Context: an optimization exercise on an open-source flow, tuned for small area, a short achievable clock period and few clock cycles. The choices shown serve that exercise and are no tape-out recipe.
RTL that was checked went through simulation tests only; none was proved equivalent to the original.

==> module SOBEL, before the edit <==
module  SOBEL(clk,reset,busy,ready,iaddr,idata,cdata_rd,cdata_wr,caddr_rd,caddr_wr,cwr,crd,csel	);
input				clk;
input				reset;
output	reg 		busy;
input				ready;
output 	reg [16:0]		iaddr;
input  	[7:0]		idata;
input	[7:0]		cdata_rd;
output	[7:0]		cdata_wr;
output 	[15:0]		caddr_rd;
output 	reg [15:0]	caddr_wr;
output	reg         cwr;
output              crd;
output 	reg [1:0]	csel;
assign caddr_rd = 16'd0;
assign crd = 1'b0;
wire rmid = csel == 2'd3;
wire rbot = csel == 2'd1;
wire top  = csel == 2'd3;
reg ptop;        
reg pbot;        
reg vnext;       
reg started;     
reg  rowend;     
wire done   = top & cwr & (&caddr_wr);
reg [8:0]  idr;   
reg [9:0]  N;     
reg [9:0]  S1;    
reg [9:0]  S2;    
reg [8:0]  K;     
reg [8:0]  D1;    
reg [10:0] G2;    
reg [10:0] cw;    
reg [10:0] ybuf;  
wire [8:0]  d0  = ~K;                                    
wire [9:0]  nsum = (ptop ? 10'd0 : N) + {1'b0, idr};
wire [8:0]  ksum = K + idr;
wire [10:0] gx   = {1'b0, S2} - {1'b0, N};               
wire [10:0] gy   = G2 + {{2{d0[8]}}, d0};
wire [10:0] g2n  = {{2{D1[8]}}, D1} + {d0[8], d0, 1'b0};
wire [7:0]  yc   = ybuf[10] ? 8'd0 : (|ybuf[9:8]) ? 8'hff : ybuf[7:0];
wire [9:0]  csum = {1'b0, cdata_wr, 1'b1} + {1'b0, yc, 1'b1};   
assign cdata_wr = cw[10] ? 8'd0 : (|cw[9:8]) ? 8'hff : cw[7:0];
always @(posedge clk) begin
    idr <= rmid ? {idata, 1'b0} : {1'b0, idata};
    N <= nsum;
    if (ptop) begin
        S1 <= N;
        S2 <= S1;
        D1 <= d0;
        G2 <= g2n;
        K  <= ~idr;
    end else if (pbot) begin
        K  <= ksum;
    end
    cw   <= ptop ? gx : {3'd0, yc};
    ybuf <= ptop ? gy : {3'd0, csum[9:2]};
end
always @(posedge clk or posedge reset) begin
    if (reset) begin
        busy     <= 1'b0;
        csel     <= 2'd0;
        ptop     <= 1'b0;
        pbot     <= 1'b0;
        iaddr    <= 17'd0;
        caddr_wr <= 16'd0;
        cwr      <= 1'b0;
        vnext    <= 1'b0;
        started  <= 1'b0;
        rowend   <= 1'b0;
    end else if (busy) begin
        csel  <= done ? 2'd0 : {~csel[1] | ~csel[0], csel[1]};
        ptop  <= csel == 2'd2;
        pbot  <= csel == 2'd1;
        iaddr <= rbot ? iaddr + 17'h1FDFD + {16'd0, rowend} : iaddr + 17'd258;
        if (top) begin
            cwr      <= vnext & ~done;
            vnext    <= ~rowend & started;
            started  <= started | iaddr[0];
            if (cwr) caddr_wr <= caddr_wr + 16'd1;
            rowend   <= caddr_wr[7:0] == (cwr ? 8'd253 : 8'd254);
            if (done) busy <= 1'b0;
        end
    end else if (ready & ~started) begin
        busy <= 1'b1;
        csel <= 2'd2;
    end
end
endmodule
clock: 5.0 ns
lec_check: 0
cap_margin: 20
core_margin: 2
core_utilization: 40
cts_buf_list: sky130_fd_sc_hd__clkbuf_8
cts_cluster_size: 30
place_density: 0.75
setup_slack_margin: 2.4
slew_margin: 20
standard.sh (not shown) runs the stock make flow with config.mk's settings and CLKGATE_MAP_FILE= SYNTH_SCRIPT=/design/flow/synth_recipe.tcl, a recipe that flattens the netlist after the stock synthesis.
==> flow/flow/run.sh <==
#!/bin/bash
# The standard layout, with plain buffers (instead of delay cells) on the
# input and output ports. Each tool's output goes to its own log here.
set -euo pipefail
export BUFFER_PORTS_ARGS="-buffer_cell sky130_fd_sc_hd__buf_2"
bash standard.sh > standard.log 2>&1
Testbench counts at the start, summed over its fixed seeds: cycles 789,544.
Next try:
--- a/flow/design.v
+++ b/flow/design.v
@@ -56,31 +56,30 @@
     end
     cw   <= ptop ? gx : {3'd0, yc};
     ybuf <= ptop ? gy : {3'd0, csum[9:2]};
 end
+always @(posedge clk) begin
+    ptop <= busy & (csel == 2'd2);
+    pbot <= busy & (csel == 2'd1);
+    if (ptop) rowend <= caddr_wr[7:0] == (cwr ? 8'd253 : 8'd254);
+end
 always @(posedge clk or posedge reset) begin
     if (reset) begin
         busy     <= 1'b0;
         csel     <= 2'd0;
-        ptop     <= 1'b0;
-        pbot     <= 1'b0;
         iaddr    <= 17'd0;
         caddr_wr <= 16'd0;
         cwr      <= 1'b0;
         vnext    <= 1'b0;
         started  <= 1'b0;
-        rowend   <= 1'b0;
     end else if (busy) begin
         csel  <= done ? 2'd0 : {~csel[1] | ~csel[0], csel[1]};
-        ptop  <= csel == 2'd2;
-        pbot  <= csel == 2'd1;
         iaddr <= rbot ? iaddr + 17'h1FDFD + {16'd0, rowend} : iaddr + 17'd258;
         if (top) begin
             cwr      <= vnext & ~done;
             vnext    <= ~rowend & started;
             started  <= started | iaddr[0];
             if (cwr) caddr_wr <= caddr_wr + 16'd1;
-            rowend   <= caddr_wr[7:0] == (cwr ? 8'd253 : 8'd254);
             if (done) busy <= 1'b0;
         end
     end else if (ready & ~started) begin
         busy <= 1'b1;
Effect:
- The new run finished with timing, DRC and antenna clean
- setup slack loses 0.042 ns
- via count stays flat
- sequential cell count is unchanged
- worst hold slack gains 0.0069 ns
- register-to-register slack loses 0.06 ns
- wire length went up by a few percent
- cell area went up slightly
- synthesized cell count went down slightly
- global-route usage went up by 0.59 points
- clock skew hardly moves
- clock-buffer cell count stays the same
The RTL of the second run of this note was laid out without a check of its function.

what the ideal ports hide:
In the flow no input, the clock included, has a driving cell. The finished layouts below were timed again as built, in two steps. Step 1 (the two cells are an assumption about what drives the block):
set clk [get_ports {clk}]
set_driving_cell -lib_cell sky130_fd_sc_hd__clkbuf_16 $clk
set_driving_cell -lib_cell sky130_fd_sc_hd__buf_2 [delete_from_list [all_inputs] $clk]
Step 2 moves the port delays by t, midway between the first and last clock arrival at a register: inputs arrive t later, outputs are due t later. That takes back most of the time a late clock gives input paths. Three values: ideal, step 1, step 2; two values: the first two.
run | t (ns) | setup slack, ns | hold WS [ns] | worst setup path after step 2
the first run | 0.466 | 2.552 / 2.518 / 2.571 | 0.416 / 0.416 / 0.416 | register to register
the second run | 0.470 | 2.510 / 2.506 / 2.510 | 0.423 / 0.423 / 0.423 | register to register
After both steps every run listed still meets setup and hold.
